From an optimization exercise on the open Yosys and OpenROAD flow, aimed at small area, a short achievable clock period and few clock cycles; shortcuts taken in it are not production practice.
Function was checked by simulation only, so behaviour that the tests miss may differ from the original.

==> flow/design.v (outline; a module is shown in full before it is edited, if it fits) <==
// module softmax: 2689 lines
// module sm_fa: 4 lines
// module sm_ha: 4 lines
module softmax #(parameter
	ARITH_TYPE = 1,
	DATA_WIDTH = 32,
	INTEGER = 10,
	FRACTION = 22,
    E=8,
    M=23 )
    (
input  wire                  clk,
input  wire                  reset,
input  wire                  softmax_enable,
input  wire [DATA_WIDTH-1:0] in1,
input  wire [DATA_WIDTH-1:0] in2,
input  wire [DATA_WIDTH-1:0] in3,
input  wire [DATA_WIDTH-1:0] in4,
input  wire [DATA_WIDTH-1:0] max_input,
output wire [DATA_WIDTH-1:0] softmax_out_1,
output wire [DATA_WIDTH-1:0] softmax_out_2,
output wire [DATA_WIDTH-1:0] softmax_out_3,
output wire [DATA_WIDTH-1:0] softmax_out_4,
output reg                   softmax_output_ready
    );
  // ...
==> flow/flow/run.sh <==
#!/bin/bash
# Layout flow: the standard ORFS flow (standard.sh, unchanged) with two
# settings passed on to make:
#  - BUFFER_PORTS_ARGS: every input and output port still gets its buffer, a
#    buf_1 (the smallest buffer) instead of the cell buffer_ports picks.
# make's full output goes to flow_make.log; ORFS keeps each step's log under
# orfs/logs.
set -euo pipefail
MARGIN=$(cat flow/margin.txt)
bash standard.sh "SETUP_SLACK_MARGIN=$MARGIN" \
  "BUFFER_PORTS_ARGS=-buffer_cell sky130_fd_sc_hd__buf_1" finish > flow_make.log 2>&1
==> flow/flow/margin.txt <==
10
==> flow/standard.sh <==
#!/bin/bash
# synth_recipe.tcl (not shown) runs the flow's synth.tcl, then flattens the netlist and writes it again
# the make line also repeats each setting of config.mk as NAME=value (left out here)
make -C /OpenROAD-flow-scripts/flow DESIGN_CONFIG=/design/flow/config.mk WORK_HOME=/design/flow/orfs CLKGATE_MAP_FILE= SYNTH_SCRIPT=/design/flow/synth_recipe.tcl "${@:-finish}"
==> flow/config.mk <==
export PLATFORM = sky130hd
export DESIGN_NAME = softmax
export DESIGN_NICKNAME = softmax
export VERILOG_FILES = /design/flow/design.v
export SDC_FILE = /design/flow/constraint.sdc
export NUM_CORES = 4
export LEC_CHECK = 0
export ABC_AREA = 1
export CAP_MARGIN = 20
export CORE_MARGIN = 2
export CORE_UTILIZATION = 40
export PLACE_DENSITY = 0.6
export SLEW_MARGIN = 20
export SYNTH_HIERARCHICAL = 1
export SYNTH_MINIMUM_KEEP_SIZE = 0
==> flow/constraint.sdc <==
create_clock -name core_clock -period 15.0 [get_ports {clk}]
set_input_delay 3.0000 -clock core_clock [delete_from_list [all_inputs] [get_ports {clk}]]
set_output_delay 3.0000 -clock core_clock [all_outputs]
set_load 0.01 [all_outputs]
==> summary.txt, run 1 <==
DIE
---------------------------------------------------------------------------------
Area of the core region ............................................  0.08797 mm2
Starting utilization of the core area ..............................       40.23%
Die height .........................................................     301.4 um
Number of placed I/O pins ..........................................          292
Number of tap cells added at floorplan .............................         1165

ROUTING
---------------------------------------------------------------------------------
Per-cell via count in the routed design ............................        5.575
Highest signal layer in the routed design ..........................         met4
Detail Route Antenna Nets ..........................................            0
DRC ................................................................            0
DR WL met2 .........................................................     55550 um
Total via count after detailed routing .............................        32720

WORST SETUP PATH
---------------------------------------------------------------------------------
Largest fanout of any net on the critical path .....................            4
CP delay by family, top ............................................  adder cells
Arrival time at the worst endpoint .................................      6.07 ns
Kind of capture point of the worst setup path ......................     register
Terminus of the critical flop-to-flop path .........................     s3_d[16]

CELLS AND AREA
---------------------------------------------------------------------------------
Signal buffers share of area .......................................       8.459%
Sequential cell area share .........................................       11.25%
Layout overhead on the synthesized area ............................       21.30%
Relative area of clock buffers and inverters in the final design ...       2.338%
Final design area excluding fillers ................................  0.04292 mm2
Multi-input comb cells .............................................         3310
Buffer count excluding the clock tree in the final layout ..........          572

YOSYS
---------------------------------------------------------------------------------
Number of standard cells after synthesis ...........................         4249

CLOCK NETWORK
---------------------------------------------------------------------------------
Max H-tree Level ...................................................            1
Cts bufs inserted ..................................................           28
Cts repair resizes .................................................          383
Number of sinks driven by the clock tree ...........................          233
Clock slew seen by the registers of the worst setup and hold paths .      0.06 ns
Post CTS Setup Buffer Count ........................................          179

RUN STATUS
---------------------------------------------------------------------------------
Run status ......................................................... finished clean

TIMING
---------------------------------------------------------------------------------
Final setup violation count ........................................            0
Unrepaired setup endpoints after global routing ....................         true

GLOBAL ROUTE
---------------------------------------------------------------------------------
Peak-usage layer in the global routing report ......................         met2
Wire length of the first global-routing pass .......................    186200 um

Testbench counts, summed over its fixed seeds: cycles 16,808.
==> run 2: changes to the inputs <==
==> flow/flow/margin.txt (replaced) <==
12
==> summary.txt, run 2 <==
PLACEMENT
-------------------------------------------------------------------------------------
Dpl cell area ..........................................................  0.03829 mm2   was 0.03741 mm2
Post-DP HPWL ...........................................................     86020 um   was 85040 um
Number of buffers inserted by port buffering ...........................          250   unchanged
Final weighted congestion in routability-driven placement ..............       0.9404   was 0.9303

TIMING
-------------------------------------------------------------------------------------
Final Max Tran Viols ...................................................            0   unchanged
Slew headroom ..........................................................       29.42%   was 40.21%
Period Utilization, post-route .........................................       37.86%   was 37.46%
Final Hold Vio Count ...................................................            0   unchanged
Unrepaired setup endpoints after global routing ........................         true   unchanged
Actual transition at the worst max-transition pin ......................     1.055 ns   was 0.8935 ns
Max Clock Freq .........................................................    176.1 MHz   was 178.0 MHz
Sum Neg Setup Slack ....................................................         0 ns   unchanged
Final setup violation count ............................................            0   unchanged
Skew final .............................................................   0.02043 ns   was 0.02120 ns
Min Tclk post-route ....................................................     5.679 ns   was 5.619 ns

YOSYS
-------------------------------------------------------------------------------------
Cell area after technology mapping .....................................  0.03539 mm2   unchanged
Sequential cell area fraction in the yosys report ......................       13.25%   unchanged
Synthesized area per cell ..............................................    8.328 um2   unchanged
Library cell with the highest instance count after synthesis ........... sky130_fd_sc_hd__nand2_1   unchanged
Synth Register Bits ....................................................          233   unchanged
Primary FF master, synth ............................................... sky130_fd_sc_hd__dfxtp_1   unchanged
Largest cells by area after synthesis .................................. sky130_fd_sc_hd__fa_1 (29%), sky130_fd_sc_hd__dfxtp_1 (13%), sky130_fd_sc_hd__xor2_1 (10%), sky130_fd_sc_hd__ha_1 (9.3%), sky130_fd_sc_hd__nand2_1 (7.3%)   unchanged
EDFF count, synth ......................................................            0   unchanged
Number of standard cells after synthesis ...............................         4249   unchanged
Most used standard cells in the synthesized netlist .................... sky130_fd_sc_hd__nand2_1 (685), sky130_fd_sc_hd__fa_1 (512), sky130_fd_sc_hd__inv_1 (481)   unchanged
Top-area cell type share of the netlist area ...........................       28.97%   unchanged
Unique masters post-synth ..............................................           61   unchanged
Asr flop ratio synth ...................................................       2.146%   unchanged
Total of warnings raised by yosys ......................................            7   unchanged
Cell accounting for the most synthesized area .......................... sky130_fd_sc_hd__fa_1   unchanged

CELLS AND AREA
-------------------------------------------------------------------------------------
Total area of multi-input combinational cells ..........................  0.03115 mm2   was 0.02970 mm2
# nets final ...........................................................         5638   was 5619
Top library cells by usage in the layout, fill and taps aside .......... sky130_fd_sc_hd__nand2_1 (610), sky130_fd_sc_hd__fa_1 (440), sky130_fd_sc_hd__inv_1 (410)   was sky130_fd_sc_hd__nand2_1 (646), sky130_fd_sc_hd__fa_1 (468), sky130_fd_sc_hd__inv_1 (422)
Fraction of final layout cells sized beyond drive strength 1 ...........       27.58%   was 18.56%
Layout overhead on the synthesized area ................................       29.09%   was 21.30%
Footprint of the flip-flops and latches ................................ 0.004962 mm2   was 0.004830 mm2
Final design area excluding fillers ....................................  0.04568 mm2   was 0.04292 mm2
Most frequent standard cell in the layout excluding fill and tap cells . sky130_fd_sc_hd__nand2_1   unchanged
Number of fillers in the final layout ..................................         8040   was 8402
Fraction of the core area covered by cells at the end of the flow ......       51.93%   was 48.79%

WORST SETUP PATH
-------------------------------------------------------------------------------------
CP max stage cell ...................................................... sky130_fd_sc_hd__fa_2   was sky130_fd_sc_hd__fa_1
Register-to-Register Setup Slack .......................................      9.32 ns   was 9.38 ns
Source of the critical timing path .....................................    s2_sq[15]   unchanged
Type of origin of the critical path ....................................     register   unchanged
Total number of cells along the worst setup path .......................           20   was 23
Startpoint of the lowest-slack register-to-register path ...............    s2_sq[15]   unchanged
Cell depth of the worst flop-to-flop path ..............................           20   was 23
Critical setup path kind ...............................................      reg2reg   unchanged
CP delay by family, top ................................................  adder cells   unchanged
List of cells traversed by the critical path ........................... clkinvlp_4 > buf_4 > buf_6 > o22ai_2 > xor2_1 > fa_1 > fa_2 > fa_1 > fa_2 > fa_2 > fa_2 > fa_2 > ha_4 > nand2_1 > nor2_1 > inv_1 > o21bai_1 > a21oi_2 > o21bai_1 > xor2_1   was buf_4 > nand2_1 > xor2_2 > fa_1 > fa_1 > fa_2 > fa_1 > fa_1 > ha_1 > a21oi_1 > o21ai_1 > nor2_2 > nand3_4 > fa_2 > ha_4 > a21oi_4 > nor2_2 > nor2_2 > buf_4 > o21ai_4 > nand3_2 > nand2_2 > xor2_1
Worst Path Buf+Inv .....................................................            4   was 2
Destination of the critical timing path ................................     s3_d[13]   was s3_d[16]
Terminus of the critical flop-to-flop path .............................     s3_d[13]   was s3_d[16]
Cell mode on critical path ............................................. sky130_fd_sc_hd__fa_2   was sky130_fd_sc_hd__fa_1
Largest fanout of any net on the critical path .........................            7   was 4
Arrival time at the worst endpoint .....................................      6.17 ns   was 6.07 ns
Kind of capture point of the worst setup path ..........................     register   unchanged
Endpoint required time on the critical path ............................     15.49 ns   was 15.46 ns
Delay of the slowest cell on the worst path ............................      0.53 ns   was 0.57 ns

CLOCK NETWORK
-------------------------------------------------------------------------------------
Hold-fix buffers, CTS ..................................................            0   unchanged
Number of sinks driven by the clock tree ...............................          233   unchanged
Clock latency reported for the late side of the worst-skew pair ........      0.58 ns   was 0.59 ns
Clock slew seen by the registers of the worst setup and hold paths .....      0.07 ns   was 0.06 ns
Buffers from clock root to sink, at most ...............................            3   unchanged
Root Buffer Master ..................................................... sky130_fd_sc_hd__clkbuf_16   unchanged
Cts bufs inserted ......................................................           27   was 28
TritonCTS clock tree ...................................................         done   unchanged
Max H-tree Level .......................................................            1   unchanged

ROUTING
-------------------------------------------------------------------------------------
DRT Wirelength .........................................................    125000 um   was 121300 um
Detail Route Antenna Nets ..............................................            0   unchanged
Number of DRC violations after detailed-routing iteration 0 ............         2730   was 3126
Number of detailed-route iterations in the first pass ..................            6   was 8
Routed length per instance .............................................     21.23 um   was 20.68 um
DRC ....................................................................            0   unchanged
Per-cell via count in the routed design ................................        5.586   was 5.575
Total via count after detailed routing .................................        32886   was 32720

GLOBAL ROUTE
-------------------------------------------------------------------------------------
Wire length of the first global-routing pass ...........................    191300 um   was 186200 um
Vias in the first global route .........................................        33897   was 33051
Total global-route track usage .........................................       26.83%   was 26.01%
Largest net degree at the start of global routing ......................           61   unchanged
Number of antenna violations at the first check in global routing ......            0   unchanged
Total grt overflow .....................................................            0   unchanged

JOB
-------------------------------------------------------------------------------------
Max_cap viols ..........................................................            0   unchanged

DIE
-------------------------------------------------------------------------------------
Horizontal die dimension ...............................................     301.4 um   unchanged
Starting utilization of the core area ..................................       40.23%   unchanged
Area of the die ........................................................  0.09086 mm2   unchanged
Area of the core region ................................................  0.08797 mm2   unchanged
Die height .............................................................     301.4 um   unchanged
Row cnt ................................................................          109   unchanged
Number of placed I/O pins ..............................................          292   unchanged

WORST HOLD PATH
-------------------------------------------------------------------------------------
Worst min-delay path class .............................................      reg2reg   unchanged
HP Start ...............................................................    s1_idx[4]   was s1_idx[5]

RUN STATUS
-------------------------------------------------------------------------------------
Run status ............................................................. finished clean   unchanged

-- run 2: cell types whose count changed in the layout (fill, tap and decap cells not counted), moves of 26 or more --
| cell | change |
|---|---|
| sky130_fd_sc_hd__fa_2 | +28 |
| sky130_fd_sc_hd__a21oi_1 | -26 |
| sky130_fd_sc_hd__fa_1 | -28 |
| sky130_fd_sc_hd__buf_1 | -98 |
| sky130_fd_sc_hd__buf_6 | +121 |
| sky130_fd_sc_hd__nand2_1 | -36 |
| sky130_fd_sc_hd__dfxtp_2 | +88 |
| sky130_fd_sc_hd__dfxtp_1 | -94 |
-- run 2: cell families (layout without fill, tap and decap cells) --
logic type,Yosys count,count (layout),share of synthesized area (%)
other cells,2,73,0.02122
simple gates,1117,1117,12.64
flops,233,233,13.25
buf+inv,777,1179,8.985
xor+xnor,444,444,10.99
compound gates,901,901,15.84
fa+ha+maj,775,775,38.27
-- run 2: routing by layer --
metal | vias up | routed length [um] | GRT usage [%]
li1 | 14826 | - | -
met1 | 16003 | 49720 | 34.11
met2 | 1661 | 58700 | 44.69
met3 | 396 | 10180 | 4.690
met4 | 0 | 6383 | 11.69
met5 | - | 0 | 0
-- run 2: how the worst min path moves through the flow --
stage / end / slack (ns) / depth (start not counted)
3_5_place_dp: s2_si[4] / 0.31 / 0
3_3_place_gp: s2_si[4] / 0.31 / 0
5_1_grt: s2_si[6] / 0.33 / 0
2_1_floorplan: s2_si[0] / 0.31 / 0
6_report: s2_si[4] / 0.32 / 0
4_1_cts: s2_si[4] / 0.33 / 0
-- run 2: stage by stage --
| stage | hold slack (ns) | setup WS [ns] | instances |
|---|---|---|---|
| 2_1_floorplan | 0.3096 | 9.881 | 4319 |
| 6_report | 0.3228 | 9.321 | 5887 |
| 3_3_place_gp | 0.3118 | 8.717 | 5514 |
| 4_1_cts | 0.3267 | 9.319 | 5818 |
| 5_1_grt | 0.3285 | 9.166 | 5886 |
| 3_5_place_dp | 0.3121 | 8.704 | 5514 |
-- run 2: area by class of cell --
class,count,area share (%)
diodes,1,0.005478
clock inverters,18,0.4848
inverters,516,4.763
multi-input cells,3309,68.19
repair inverters,21,0.3205
clock buffers,32,1.564
repair buffers,592,10.61
flip-flops and latches,233,10.86
well taps,1165,3.191
-- run 2: timing repair --
action	CTS	global route
setup endpoints to repair	192	187
buffers inserted	231	68
pin swaps	180	170
cloned	23	0
gates resized for setup	652	280
-- run 2: worst reg2reg max path: cells and delay by family, from the launching register on --
kind                       cells  cell delay, ns
xor gates and xnor gates       2            0.38
buffers and inverters          4            0.50
AOI/OAI and AO/OA              4            0.62
and+or+nand+nor                2            0.21
DFF                            1            0.39
adders and majority gates      8            3.48
-- run 2: Yosys stat by module (local to each module, per instance) --
module	flops+latches	area [um2]
sm_fa	0	20.02
sm_ha	0	12.51
softmax	233	24070
==> run 3: changes to the inputs <==
==> flow/flow/margin.txt (replaced) <==
9
==> summary.txt, run 3 <==
RUN STATUS
-------------------------------------------------------------------------------------
Run status ............................................................. finished clean   unchanged

WORST SETUP PATH
-------------------------------------------------------------------------------------
Arrival time at the worst endpoint .....................................      6.37 ns   was 6.17 ns
Worst Path Buf+Inv .....................................................            3   was 4
Kind of capture point of the worst setup path ..........................     register   unchanged
CP delay by family, top ................................................  adder cells   unchanged
Register-to-Register Setup Slack .......................................      9.10 ns   was 9.32 ns
Cell depth of the worst flop-to-flop path ..............................           19   was 20
Critical setup path kind ...............................................      reg2reg   unchanged
Delay of the slowest cell on the worst path ............................      0.50 ns   was 0.53 ns
CP max stage cell ...................................................... sky130_fd_sc_hd__fa_1   was sky130_fd_sc_hd__fa_2
Endpoint required time on the critical path ............................     15.47 ns   was 15.49 ns
Type of origin of the critical path ....................................     register   unchanged
Terminus of the critical flop-to-flop path .............................     s3_d[18]   was s3_d[13]
Startpoint of the lowest-slack register-to-register path ...............    s2_sq[12]   was s2_sq[15]
Largest fanout of any net on the critical path .........................            5   was 7
List of cells traversed by the critical path ........................... clkinvlp_4 > buf_4 > o22ai_1 > xor2_1 > fa_1 > fa_1 > fa_1 > fa_1 > fa_1 > fa_1 > fa_1 > ha_2 > a21oi_1 > inv_1 > a31oi_4 > o21ai_0 > a31oi_1 > nand3b_1 > nand2_1   was clkinvlp_4 > buf_4 > buf_6 > o22ai_2 > xor2_1 > fa_1 > fa_2 > fa_1 > fa_2 > fa_2 > fa_2 > fa_2 > ha_4 > nand2_1 > nor2_1 > inv_1 > o21bai_1 > a21oi_2 > o21bai_1 > xor2_1
Cell mode on critical path ............................................. sky130_fd_sc_hd__fa_1   was sky130_fd_sc_hd__fa_2
Source of the critical timing path .....................................    s2_sq[12]   was s2_sq[15]

CLOCK NETWORK
-------------------------------------------------------------------------------------
Clock latency reported for the late side of the worst-skew pair ........      0.59 ns   was 0.58 ns
Buffers from clock root to sink, at most ...............................            3   unchanged
Cts bufs inserted ......................................................           27   unchanged
Number of sinks driven by the clock tree ...............................          233   unchanged
Root Buffer Master ..................................................... sky130_fd_sc_hd__clkbuf_16   unchanged
Hold-fix buffers, CTS ..................................................            0   unchanged
Max H-tree Level .......................................................            1   unchanged
TritonCTS clock tree ...................................................         done   unchanged
Clock slew seen by the registers of the worst setup and hold paths .....      0.06 ns   was 0.07 ns

GLOBAL ROUTE
-------------------------------------------------------------------------------------
Wire length of the first global-routing pass ...........................    178700 um   was 191300 um
Total global-route track usage .........................................       24.81%   was 26.83%
Largest net degree at the start of global routing ......................           61   unchanged
Vias in the first global route .........................................        31853   was 33897
Number of antenna violations at the first check in global routing ......            1   was 0
Total grt overflow .....................................................            0   unchanged

CELLS AND AREA
-------------------------------------------------------------------------------------
Antenna cell count .....................................................            0   was 1
# nets final ...........................................................         5420   was 5638
Most frequent standard cell in the layout excluding fill and tap cells . sky130_fd_sc_hd__nand2_1   unchanged
Number of fillers in the final layout ..................................         8791   was 8040
Layout overhead on the synthesized area ................................       11.35%   was 29.09%
Fraction of final layout cells sized beyond drive strength 1 ...........       8.217%   was 27.58%
Top library cells by usage in the layout, fill and taps aside .......... sky130_fd_sc_hd__nand2_1 (682), sky130_fd_sc_hd__fa_1 (508), sky130_fd_sc_hd__inv_1 (445)   was sky130_fd_sc_hd__nand2_1 (610), sky130_fd_sc_hd__fa_1 (440), sky130_fd_sc_hd__inv_1 (410)
Total area of multi-input combinational cells ..........................  0.02800 mm2   was 0.03115 mm2
Footprint of the flip-flops and latches ................................ 0.004761 mm2   was 0.004962 mm2

DIE
-------------------------------------------------------------------------------------
Row cnt ................................................................          109   unchanged
Area of the core region ................................................  0.08797 mm2   unchanged
Starting utilization of the core area ..................................       40.23%   unchanged
Die height .............................................................     301.4 um   unchanged
Area of the die ........................................................  0.09086 mm2   unchanged
Number of placed I/O pins ..............................................          292   unchanged
Horizontal die dimension ...............................................     301.4 um   unchanged

ROUTING
-------------------------------------------------------------------------------------
DRT Wirelength .........................................................    114600 um   was 125000 um
Total via count after detailed routing .................................        31316   was 32886
Per-cell via count in the routed design ................................        5.525   was 5.586
Detail Route Antenna Nets ..............................................            0   unchanged
Number of DRC violations after detailed-routing iteration 0 ............         2909   was 2730
DRC ....................................................................            0   unchanged
Routed length per instance .............................................     20.21 um   was 21.23 um
Number of detailed-route iterations in the first pass ..................            8   was 6

PLACEMENT
-------------------------------------------------------------------------------------
Number of buffers inserted by port buffering ...........................          250   unchanged
Pre-CTS setup slack ....................................................     8.595 ns   was 8.704 ns
Final weighted congestion in routability-driven placement ..............       0.9404   unchanged
Post-DP HPWL ...........................................................     85050 um   was 86020 um

TIMING
-------------------------------------------------------------------------------------
Actual transition at the worst max-transition pin ......................     1.137 ns   was 1.055 ns
Crit path setup slack, layout ..........................................     9.097 ns   was 9.321 ns
Slew headroom ..........................................................       24.11%   was 29.42%
Max Clock Freq .........................................................    169.4 MHz   was 176.1 MHz
Skew final .............................................................   0.03652 ns   was 0.02043 ns
Final Max Tran Viols ...................................................            0   unchanged
Min Tclk post-route ....................................................     5.903 ns   was 5.679 ns
Unrepaired setup endpoints after global routing ........................         true   unchanged
Sum Neg Setup Slack ....................................................         0 ns   unchanged
Period Utilization, post-route .........................................       39.35%   was 37.86%
Final Hold Vio Count ...................................................            0   unchanged
Final setup violation count ............................................            0   unchanged

YOSYS
-------------------------------------------------------------------------------------
Sequential cell area fraction in the yosys report ......................       13.25%   unchanged
Total of warnings raised by yosys ......................................            7   unchanged
Largest cells by area after synthesis .................................. sky130_fd_sc_hd__fa_1 (29%), sky130_fd_sc_hd__dfxtp_1 (13%), sky130_fd_sc_hd__xor2_1 (10%), sky130_fd_sc_hd__ha_1 (9.3%), sky130_fd_sc_hd__nand2_1 (7.3%)   unchanged
Number of standard cells after synthesis ...............................         4249   unchanged
Most used standard cells in the synthesized netlist .................... sky130_fd_sc_hd__nand2_1 (685), sky130_fd_sc_hd__fa_1 (512), sky130_fd_sc_hd__inv_1 (481)   unchanged
Synth Register Bits ....................................................          233   unchanged
Library cell with the highest instance count after synthesis ........... sky130_fd_sc_hd__nand2_1   unchanged
Primary FF master, synth ............................................... sky130_fd_sc_hd__dfxtp_1   unchanged
Cell accounting for the most synthesized area .......................... sky130_fd_sc_hd__fa_1   unchanged
Cell area after technology mapping .....................................  0.03539 mm2   unchanged
EDFF count, synth ......................................................            0   unchanged
Top-area cell type share of the netlist area ...........................       28.97%   unchanged
Unique masters post-synth ..............................................           61   unchanged
Synthesized area per cell ..............................................    8.328 um2   unchanged
Asr flop ratio synth ...................................................       2.146%   unchanged

WORST HOLD PATH
-------------------------------------------------------------------------------------
Destination of the worst hold path .....................................     s2_si[1]   was s2_si[4]
Hold Crit Depth ........................................................            0   unchanged
HP Start ...............................................................    s1_idx[1]   was s1_idx[4]
Worst min-delay path class .............................................      reg2reg   unchanged

JOB
-------------------------------------------------------------------------------------
Max_cap viols ..........................................................            0   unchanged

## run 3: cell types whose count changed in the layout (fill, tap and decap cells not counted), sizes merged
cell      before  now
inv          476  481
clkinvlp      55   59
diode          1    0
clkbuf        33   32
bufbuf         2    0
bufinv         3    2
buf          589  377
clkinv        21   10
## run 3: repair_timing
| item | in CTS | in global routing |
|---|---|---|
| resized for setup | 55 | 108 |
| pin swaps | 2 | 19 |
| buffers inserted | 34 | 61 |
| gates cloned | 14 | 3 |
| setup endpoints to repair | 40 | 39 |
## run 3: worst reg2reg max path, stage by stage (launching register included)
cell and delay [ns]:
sky130_fd_sc_hd__dfxtp_4 0.41, sky130_fd_sc_hd__clkinvlp_4 0.19, sky130_fd_sc_hd__buf_4 0.19, sky130_fd_sc_hd__o22ai_1 0.25, sky130_fd_sc_hd__xor2_1 0.15, sky130_fd_sc_hd__fa_1 0.48, sky130_fd_sc_hd__fa_1 0.45, sky130_fd_sc_hd__fa_1 0.43
sky130_fd_sc_hd__fa_1 0.49, sky130_fd_sc_hd__fa_1 0.44, sky130_fd_sc_hd__fa_1 0.50, sky130_fd_sc_hd__fa_1 0.42, sky130_fd_sc_hd__ha_2 0.41, sky130_fd_sc_hd__a21oi_1 0.08, sky130_fd_sc_hd__inv_1 0.14, sky130_fd_sc_hd__a31oi_4 0.12
sky130_fd_sc_hd__o21ai_0 0.27, sky130_fd_sc_hd__a31oi_1 0.18, sky130_fd_sc_hd__nand3b_1 0.12, sky130_fd_sc_hd__nand2_1 0.08
## run 3: metal layers
layer | track usage (%) | wire length (um)
met1 | 32.49 | 46880
met5 | 0 | 9
met4 | 8.991 | 4621
met2 | 41.62 | 53410
met3 | 3.552 | 9629
## run 3: final cells by class
class                           instances  area share [%]
Tap cell                             1165           3.699
Timing Repair inverter                 17          0.2858
Clock inverter                         19          0.5430
Timing Repair Buffer                  378           5.205
Inverter                              516           5.338
Sequential cell                       233           12.08
Clock buffer                           31           1.778
Multi-Input combinational cell       3309           71.07
## run 3: cells by family (layout without fill, tap and decap cells)
kind of cell / Yosys count / count (layout) / share of synthesized area, %
other: 2 / 72 / 0.02122
buffers and inverters: 777 / 961 / 8.985
AND/OR/NAND/NOR: 1117 / 1117 / 12.64
adder cells (fa/ha/maj): 775 / 775 / 38.27
AO/OA/AOI/OAI: 901 / 901 / 15.84
flip-flops: 233 / 233 / 13.25
XOR/XNOR: 444 / 444 / 10.99
## run 3: through the flow
stage	instance area (um2)	hold slack (ns)	cells	util (%)
2_1_floorplan	35650	0.3096	4319	-
3_3_place_gp	37050	0.3119	5506	42.12
3_5_place_dp	37050	0.3121	5506	42.12
4_1_cts	38510	0.3266	5604	43.78
5_1_grt	39400	0.3283	5668	44.79
6_report	39400	0.3249	5668	44.79
## run 3: how the worst max path moves through the flow
stage / cells after the start / slack [ns] / end
floorplan: 24 / 9.40 / s3_d[12]
global placement: 18 / 8.60 / o4[15]
detailed placement: 24 / 8.59 / s3_d[12]
CTS: 24 / 8.92 / s3_d[12]
global route: 24 / 8.84 / s3_d[12]
finish: 19 / 9.10 / s3_d[18]
## run 3: Yosys stat by module, one instance, submodules excluded
module   flip-flops and latches  cell area [um2]  copies in the design
sm_fa                         0            20.02                   510
sm_ha                         0            12.51                    88
softmax                     233            24070                     1
==> run 4: changes to the inputs <==
==> flow/flow/margin.txt (replaced) <==
8
==> summary.txt, run 4 <==
DIE
-------------------------------------------------------------------------------------
Row cnt ................................................................          109   unchanged
Die height .............................................................     301.4 um   unchanged
Area of the core region ................................................  0.08797 mm2   unchanged
Number of placed I/O pins ..............................................          292   unchanged
Area of the die ........................................................  0.09086 mm2   unchanged
Horizontal die dimension ...............................................     301.4 um   unchanged
Starting utilization of the core area ..................................       40.23%   unchanged

WORST SETUP PATH
-------------------------------------------------------------------------------------
Critical setup path kind ...............................................      reg2reg   unchanged
Kind of capture point of the worst setup path ..........................     register   unchanged
Largest fanout of any net on the critical path .........................           18   was 5
Endpoint required time on the critical path ............................     15.46 ns   was 15.47 ns
Arrival time at the worst endpoint .....................................      7.08 ns   was 6.37 ns
Type of origin of the critical path ....................................     register   unchanged

TIMING
-------------------------------------------------------------------------------------
Actual transition at the worst max-transition pin ......................     1.218 ns   was 1.137 ns
Skew final .............................................................   0.03320 ns   was 0.03652 ns
Final setup violation count ............................................            0   unchanged
Final Hold Vio Count ...................................................            0   unchanged
Slew headroom ..........................................................       18.77%   was 24.11%
Hold WS ................................................................    0.3249 ns   about the same
Crit path setup slack, layout ..........................................     8.380 ns   was 9.097 ns
Final Max Tran Viols ...................................................            0   unchanged
Max Clock Freq .........................................................    151.1 MHz   was 169.4 MHz
Min Tclk post-route ....................................................     6.620 ns   was 5.903 ns
Unrepaired setup endpoints after global routing ........................        false   was true
Sum Neg Setup Slack ....................................................         0 ns   unchanged
Period Utilization, post-route .........................................       44.13%   was 39.35%

CELLS AND AREA
-------------------------------------------------------------------------------------
Most frequent standard cell in the layout excluding fill and tap cells . sky130_fd_sc_hd__nand2_1   unchanged
Number of fillers in the final layout ..................................         8915   was 8791
Total area of multi-input combinational cells ..........................  0.02779 mm2   was 0.02800 mm2
Footprint of the flip-flops and latches ................................ 0.004692 mm2   was 0.004761 mm2
Final design area excluding fillers ....................................  0.03799 mm2   was 0.03940 mm2
# nets final ...........................................................         5309   was 5420
Final instance count without filler cells ..............................         5557   was 5668
Top library cells by usage in the layout, fill and taps aside .......... sky130_fd_sc_hd__nand2_1 (685), sky130_fd_sc_hd__fa_1 (512), sky130_fd_sc_hd__inv_1 (481)   was sky130_fd_sc_hd__nand2_1 (682), sky130_fd_sc_hd__fa_1 (508), sky130_fd_sc_hd__inv_1 (445)
Fraction of final layout cells sized beyond drive strength 1 ...........       3.347%   was 8.217%
Antenna cell count .....................................................            0   unchanged
Fraction of the core area covered by cells at the end of the flow ......       43.19%   was 44.79%
Layout overhead on the synthesized area ................................       7.369%   was 11.35%

GLOBAL ROUTE
-------------------------------------------------------------------------------------
Largest net degree at the start of global routing ......................           61   unchanged
Total global-route track usage .........................................       24.16%   was 24.81%
Wire length of the first global-routing pass ...........................    174900 um   was 178700 um
Number of antenna violations at the first check in global routing ......            1   unchanged
Vias in the first global route .........................................        31458   was 31853
Total grt overflow .....................................................            0   unchanged

CLOCK NETWORK
-------------------------------------------------------------------------------------
Hold-fix buffers, CTS ..................................................            0   unchanged
Clock latency reported for the late side of the worst-skew pair ........      0.58 ns   was 0.59 ns
Cts bufs inserted ......................................................           27   unchanged
Clock slew seen by the registers of the worst setup and hold paths .....      0.06 ns   about the same
Max H-tree Level .......................................................            1   unchanged
Post CTS Setup Buffer Count ............................................            0   was 34
TritonCTS clock tree ...................................................         done   unchanged
Root Buffer Master ..................................................... sky130_fd_sc_hd__clkbuf_16   unchanged
Buffers from clock root to sink, at most ...............................            3   unchanged
Number of sinks driven by the clock tree ...............................          233   unchanged

YOSYS
-------------------------------------------------------------------------------------
Number of standard cells after synthesis ...............................         4249   unchanged
Synth Register Bits ....................................................          233   unchanged
Most used standard cells in the synthesized netlist .................... sky130_fd_sc_hd__nand2_1 (685), sky130_fd_sc_hd__fa_1 (512), sky130_fd_sc_hd__inv_1 (481)   unchanged
Primary FF master, synth ............................................... sky130_fd_sc_hd__dfxtp_1   unchanged
Top-area cell type share of the netlist area ...........................       28.97%   unchanged
Library cell with the highest instance count after synthesis ........... sky130_fd_sc_hd__nand2_1   unchanged
Largest cells by area after synthesis .................................. sky130_fd_sc_hd__fa_1 (29%), sky130_fd_sc_hd__dfxtp_1 (13%), sky130_fd_sc_hd__xor2_1 (10%), sky130_fd_sc_hd__ha_1 (9.3%), sky130_fd_sc_hd__nand2_1 (7.3%)   unchanged
Total of warnings raised by yosys ......................................            7   unchanged
Unique masters post-synth ..............................................           61   unchanged
EDFF count, synth ......................................................            0   unchanged
Asr flop ratio synth ...................................................       2.146%   unchanged
Sequential cell area fraction in the yosys report ......................       13.25%   unchanged
Cell area after technology mapping .....................................  0.03539 mm2   unchanged
Synthesized area per cell ..............................................    8.328 um2   unchanged
Cell accounting for the most synthesized area .......................... sky130_fd_sc_hd__fa_1   unchanged

PLACEMENT
-------------------------------------------------------------------------------------
Cell count after placement .............................................         5506   unchanged
Post-DP HPWL ...........................................................     85050 um   unchanged
Number of buffers inserted by port buffering ...........................          250   unchanged
Pre-CTS setup slack ....................................................     8.595 ns   unchanged
Dpl cell area ..........................................................  0.03705 mm2   unchanged
Final weighted congestion in routability-driven placement ..............       0.9404   unchanged

ROUTING
-------------------------------------------------------------------------------------
Number of detailed-route iterations in the first pass ..................            5   was 8
Routed length per instance .............................................     19.81 um   was 20.21 um
Total via count after detailed routing .................................        30502   was 31316
DRT Wirelength .........................................................    110100 um   was 114600 um
Number of DRC violations after detailed-routing iteration 0 ............         2481   was 2909
Detail Route Antenna Nets ..............................................            0   unchanged
DRC ....................................................................            0   unchanged
Per-cell via count in the routed design ................................        5.489   was 5.525

WORST HOLD PATH
-------------------------------------------------------------------------------------
Worst min-delay path class .............................................      reg2reg   unchanged

JOB
-------------------------------------------------------------------------------------
Max_cap viols ..........................................................            0   unchanged

RUN STATUS
-------------------------------------------------------------------------------------
Run status ............................................................. finished clean   unchanged

## run 4: per-layer routing
layer,share of wire (%),vias to the layer above,GRT usage [%]
li1,-,14173,-
met1,43,14775,32.23
met2,47,1346,40.57
met3,7.2,206,3.004
met4,3.3,2,7.901
met5,0.0082,-,0
## run 4: final cells by class
class                   count  share of cell area, %
multi-input cells        3309                  73.14
flip-flops and latches    233                  12.35
inverters                 516                  5.118
well taps                1165                  3.837
repair buffers            284                  3.152
clock buffers              31                  1.844
clock inverters            19                 0.5631
## run 4: critical path: stages, from the launching register on
cell	delay, ns
sky130_fd_sc_hd__dfxtp_1	0.70
sky130_fd_sc_hd__nor2_1	0.16
sky130_fd_sc_hd__nor2_1	0.19
sky130_fd_sc_hd__clkinv_1	0.61
sky130_fd_sc_hd__o22ai_1	0.45
sky130_fd_sc_hd__xor2_1	0.23
sky130_fd_sc_hd__fa_1	0.47
sky130_fd_sc_hd__fa_1	0.54
sky130_fd_sc_hd__fa_1	0.42
sky130_fd_sc_hd__fa_1	0.51
sky130_fd_sc_hd__fa_1	0.41
sky130_fd_sc_hd__ha_1	0.37
sky130_fd_sc_hd__a21oi_1	0.21
sky130_fd_sc_hd__a21boi_0	0.34
sky130_fd_sc_hd__o21ai_0	0.22
sky130_fd_sc_hd__a221oi_1	0.35
sky130_fd_sc_hd__nand3_1	0.15
sky130_fd_sc_hd__nor2_1	0.11
sky130_fd_sc_hd__nor2_1	0.05
## run 4: worst paths after layout
| path | from | endpoint | slack [ns] | cells after the start |
|---|---|---|---|---|
| hold reg to reg | s1_idx[1] | s2_si[1] | 0.32 | 0 |
| hold / removal | s1_idx[1] | s2_si[1] | 0.32 | 0 |
| min in group asynchronous | reset | cnt[2] | 2.28 | 2 |
| max in group asynchronous | reset | cnt[3] | 12.54 | 2 |
| setup reg to reg | s3_p12[5] | o4[15] | 8.38 | 18 |
| setup / recovery | s3_p12[5] | o4[15] | 8.38 | 18 |
## run 4: per-module statistics from Yosys (local to each module, per instance)
module	area (um2)	copies in the design	cells inside
sm_ha	12.51	88	1
sm_fa	20.02	510	1
softmax	24070	1	3651
## run 4: cell families after synthesis
family / Yosys count / synth area share (%)
xor+xnor: 444 / 10.99
fa+ha+maj: 775 / 38.27
other cells: 2 / 0.02122
flops: 233 / 13.25
compound gates: 901 / 15.84
simple gates: 1117 / 12.64
buf+inv: 777 / 8.985
## run 4: timing repair
action,in CTS,in global routing
gates resized for setup,0,1
endpoints found under the hold margin,0,0
endpoints found under the setup margin,0,1
==> run 5: changes to the inputs <==
==> flow/flow/margin.txt (replaced) <==
10
--- a/flow/config.mk
+++ b/flow/config.mk
@@ -9,6 +9,6 @@
 export CAP_MARGIN = 20
 export CORE_MARGIN = 2
-export CORE_UTILIZATION = 40
-export PLACE_DENSITY = 0.6
+export CORE_UTILIZATION = 60
+export PLACE_DENSITY = 0.75
 export SLEW_MARGIN = 20
 export SYNTH_HIERARCHICAL = 1
==> summary.txt, run 5 <==
YOSYS
-------------------------------------------------------------------------------------
Synthesized area per cell ..............................................    8.328 um2   unchanged
Total of warnings raised by yosys ......................................            7   unchanged
Cell accounting for the most synthesized area .......................... sky130_fd_sc_hd__fa_1   unchanged
Sequential cell area fraction in the yosys report ......................       13.25%   unchanged
Most used standard cells in the synthesized netlist .................... sky130_fd_sc_hd__nand2_1 (685), sky130_fd_sc_hd__fa_1 (512), sky130_fd_sc_hd__inv_1 (481)   unchanged
Unique masters post-synth ..............................................           61   unchanged
EDFF count, synth ......................................................            0   unchanged
Library cell with the highest instance count after synthesis ........... sky130_fd_sc_hd__nand2_1   unchanged
Primary FF master, synth ............................................... sky130_fd_sc_hd__dfxtp_1   unchanged
Asr flop ratio synth ...................................................       2.146%   unchanged
Top-area cell type share of the netlist area ...........................       28.97%   unchanged
Synth Register Bits ....................................................          233   unchanged
Cell area after technology mapping .....................................  0.03539 mm2   unchanged
Largest cells by area after synthesis .................................. sky130_fd_sc_hd__fa_1 (29%), sky130_fd_sc_hd__dfxtp_1 (13%), sky130_fd_sc_hd__xor2_1 (10%), sky130_fd_sc_hd__ha_1 (9.3%), sky130_fd_sc_hd__nand2_1 (7.3%)   unchanged
Number of standard cells after synthesis ...............................         4249   unchanged

CELLS AND AREA
-------------------------------------------------------------------------------------
Top library cells by usage in the layout, fill and taps aside .......... sky130_fd_sc_hd__nand2_1 (634), sky130_fd_sc_hd__fa_1 (472), sky130_fd_sc_hd__inv_1 (420)   was sky130_fd_sc_hd__nand2_1 (685), sky130_fd_sc_hd__fa_1 (512), sky130_fd_sc_hd__inv_1 (481)
Footprint of the flip-flops and latches ................................ 0.004823 mm2   was 0.004692 mm2
Antenna cell count .....................................................            0   unchanged
Number of fillers in the final layout ..................................         4164   was 8915
Layout overhead on the synthesized area ................................       19.73%   was 7.369%
Fraction of final layout cells sized beyond drive strength 1 ...........       18.65%   was 3.347%
Total area of multi-input combinational cells ..........................  0.03004 mm2   was 0.02779 mm2
# nets final ...........................................................         5571   was 5309
Most frequent standard cell in the layout excluding fill and tap cells . sky130_fd_sc_hd__nand2_1   unchanged
Final instance count without filler cells ..............................         5427   was 5557

WORST SETUP PATH
-------------------------------------------------------------------------------------
Endpoint required time on the critical path ............................     15.44 ns   was 15.46 ns
Arrival time at the worst endpoint .....................................      6.71 ns   was 7.08 ns
Register-to-Register Setup Slack .......................................      8.74 ns   was 8.38 ns
Largest fanout of any net on the critical path .........................           10   was 18
CP delay by family, top ................................................  adder cells   unchanged
Worst Path Buf+Inv .....................................................            2   was 1
Critical setup path kind ...............................................      reg2reg   unchanged
Cell mode on critical path ............................................. sky130_fd_sc_hd__fa_1   unchanged
CP max stage cell ...................................................... sky130_fd_sc_hd__fa_1   was sky130_fd_sc_hd__dfxtp_1
Delay of the slowest cell on the worst path ............................      0.57 ns   was 0.70 ns
Type of origin of the critical path ....................................     register   unchanged
List of cells traversed by the critical path ........................... clkinvlp_4 > o22ai_1 > xor2_1 > ha_1 > fa_1 > fa_1 > fa_1 > fa_1 > fa_1 > fa_1 > ha_4 > a21oi_1 > inv_2 > a31oi_4 > o21ai_0 > a21oi_1 > nand2_1 > xor2_1   was nor2_1 > nor2_1 > clkinv_1 > o22ai_1 > xor2_1 > fa_1 > fa_1 > fa_1 > fa_1 > fa_1 > ha_1 > a21oi_1 > a21boi_0 > o21ai_0 > a221oi_1 > nand3_1 > nor2_1 > nor2_1
Kind of capture point of the worst setup path ..........................     register   unchanged

TIMING
-------------------------------------------------------------------------------------
Slew headroom ..........................................................       42.78%   was 18.77%
Period Utilization, post-route .........................................       41.75%   was 44.13%
Final setup violation count ............................................            0   unchanged
Crit path setup slack, layout ..........................................     8.737 ns   was 8.380 ns
Unrepaired setup endpoints after global routing ........................         true   was false
Sum Neg Setup Slack ....................................................         0 ns   unchanged
Max Clock Freq .........................................................    159.7 MHz   was 151.1 MHz
Final Hold Vio Count ...................................................            0   unchanged
Min Tclk post-route ....................................................     6.263 ns   was 6.620 ns
Actual transition at the worst max-transition pin ......................    0.8472 ns   was 1.218 ns
Skew final .............................................................   0.02775 ns   was 0.03320 ns
Final Max Tran Viols ...................................................            0   unchanged

DIE
-------------------------------------------------------------------------------------
Area of the die ........................................................  0.06093 mm2   was 0.09086 mm2
Row cnt ................................................................           89   was 109
Starting utilization of the core area ..................................       60.30%   was 40.23%
Number of placed I/O pins ..............................................          292   unchanged
Die height .............................................................     246.9 um   was 301.4 um
Area of the core region ................................................  0.05869 mm2   was 0.08797 mm2
Horizontal die dimension ...............................................     246.9 um   was 301.4 um

CLOCK NETWORK
-------------------------------------------------------------------------------------
Root Buffer Master ..................................................... sky130_fd_sc_hd__clkbuf_16   unchanged
Buffers from clock root to sink, at most ...............................            3   unchanged
Max H-tree Level .......................................................            1   unchanged
Clock slew seen by the registers of the worst setup and hold paths .....      0.06 ns   about the same
Cts bufs inserted ......................................................           27   unchanged
Number of sinks driven by the clock tree ...............................          233   unchanged
Clock latency reported for the late side of the worst-skew pair ........      0.58 ns   about the same
TritonCTS clock tree ...................................................         done   unchanged

PLACEMENT
-------------------------------------------------------------------------------------
Pre-CTS setup slack ....................................................     8.352 ns   was 8.595 ns
Cell count after placement .............................................         5119   was 5506
Number of buffers inserted by port buffering ...........................          250   unchanged
Final weighted congestion in routability-driven placement ..............        1.012   was 0.9404
Post-DP HPWL ...........................................................     82250 um   was 85050 um

ROUTING
-------------------------------------------------------------------------------------
DRT Wirelength .........................................................    132300 um   was 110100 um
Per-cell via count in the routed design ................................        6.394   was 5.489
DRC ....................................................................            0   unchanged
Total via count after detailed routing .................................        34699   was 30502
Detail Route Antenna Nets ..............................................            0   unchanged
Number of detailed-route iterations in the first pass ..................            8   was 5
Routed length per instance .............................................     24.38 um   was 19.81 um
Number of DRC violations after detailed-routing iteration 0 ............         4476   was 2481

GLOBAL ROUTE
-------------------------------------------------------------------------------------
Total grt overflow .....................................................            0   unchanged
Vias in the first global route .........................................        33500   was 31458
Number of antenna violations at the first check in global routing ......            2   was 1
Total global-route track usage .........................................       38.83%   was 24.16%
Wire length of the first global-routing pass ...........................    182800 um   was 174900 um
Largest net degree at the start of global routing ......................           61   unchanged

JOB
-------------------------------------------------------------------------------------
Max_cap viols ..........................................................            0   unchanged

RUN STATUS
-------------------------------------------------------------------------------------
Run status ............................................................. finished clean   unchanged

WORST HOLD PATH
-------------------------------------------------------------------------------------
Worst min-delay path class .............................................      reg2reg   unchanged

[run 5: worst paths after layout]
check,startpoint,end,depth (start not counted)
setup / recovery,s2_sq[11],s3_d[16],18
hold / removal,s1_idx[5],s2_si[5],0
setup reg to reg,s2_sq[11],s3_d[16],18
hold reg to reg,s1_idx[5],s2_si[5],0
max in group asynchronous,reset,cnt[0],2
min in group asynchronous,reset,softmax_output_ready,2
[run 5: stage by stage]
step	instance area [um2]	hold WS [ns]	util [%]
4_1_cts	40220	0.3254	68.53
3_3_place_gp	36860	0.3103	62.81
5_1_grt	42370	0.3275	72.20
2_1_floorplan	36190	0.3096	-
3_5_place_dp	36860	0.3121	62.81
6_report	42370	0.3255	72.20
[run 5: kinds of logic (layout without fill, tap and decap cells)]
kind of cell	count (synthesis)	in the layout	share of synthesized area [%]
compound gates	901	901	15.84
xor+xnor	444	444	10.99
fa+ha+maj	775	775	38.27
buf+inv	777	1112	8.985
flops	233	233	13.25
other cells	2	72	0.02122
simple gates	1117	1117	12.64
[run 5: metal layers]
layer	GRT usage [%]	vias up	part of all wire [%]
met5	0	-	0.11
met3	10.33	948	14
met2	60.29	2739	44
met4	22.79	8	8.7
li1	-	14715	-
met1	48.78	16289	34
[run 5: area by class of cell]
class                      count  area share, %
clock buffer                  34          1.751
inverter                     516          5.097
sequential                   233          11.38
tap                          773          2.283
multi-input combinational   3309          70.91
timing repair buffer         522          7.776
timing repair inverter        24         0.4105
clock inverter                16         0.3928
[run 5: modules after synthesis (local to each module, per instance)]
module,times used,cells,flops+latches,area [um2]
softmax,1,3651,233,24070
sm_fa,510,1,0,20.02
sm_ha,88,1,0,12.51
[run 5: repair_timing]
item	4_1_cts	5_1_grt
gates resized for setup	304	355
setup buffers	148	86
setup endpoints to repair	46	55
endpoints found under the hold margin	0	0
hold buffers	0	0
gates cloned	22	2
pin swaps	68	137
[run 5: worst reg2reg max path, delay by kind of cell, from the launching register on]
kind            cells  cell delay, ns
compound gates      5            1.31
xor+xnor            2            0.35
fa+ha+maj           8            3.46
buf+inv             2            0.49
flops               1            0.43
simple gates        1            0.11

-- separate check: timing with driven ports --
The flow's constraints put no driver on any port. The routed layouts listed below were extracted and timed again, unchanged, in two steps.
Step 1 sets driving cells, clkbuf_16 on the clock port and buf_2 on the other inputs (assumed; they add their load-dependent delay and slew).
Step 2 times the ports against the registers' clock, not the clock port: input delays grow and output delays shrink by t, the midpoint of the rising clock arrivals with the driver on.
Slacks: no drivers / after step 1 / after step 2; pairs: no drivers / after step 1.
run	t, ns	setup WS [ns]	worst register clock-pin slew, ns	worst slew at a driven data input, ns
run 1	0.649	9.381 / 9.381 / 9.381	0.07 / 0.07	0.05
run 2	0.639	9.321 / 9.321 / 9.321	0.07 / 0.07	0.08
run 3	0.637	9.097 / 9.097 / 9.097	0.07 / 0.07	0.05
run 4	0.635	8.380 / 8.380 / 8.380	0.07 / 0.07	0.05
run 5	0.627	8.737 / 8.737 / 8.737	0.06 / 0.06	0.12
After both steps setup and hold are still met in every run listed.
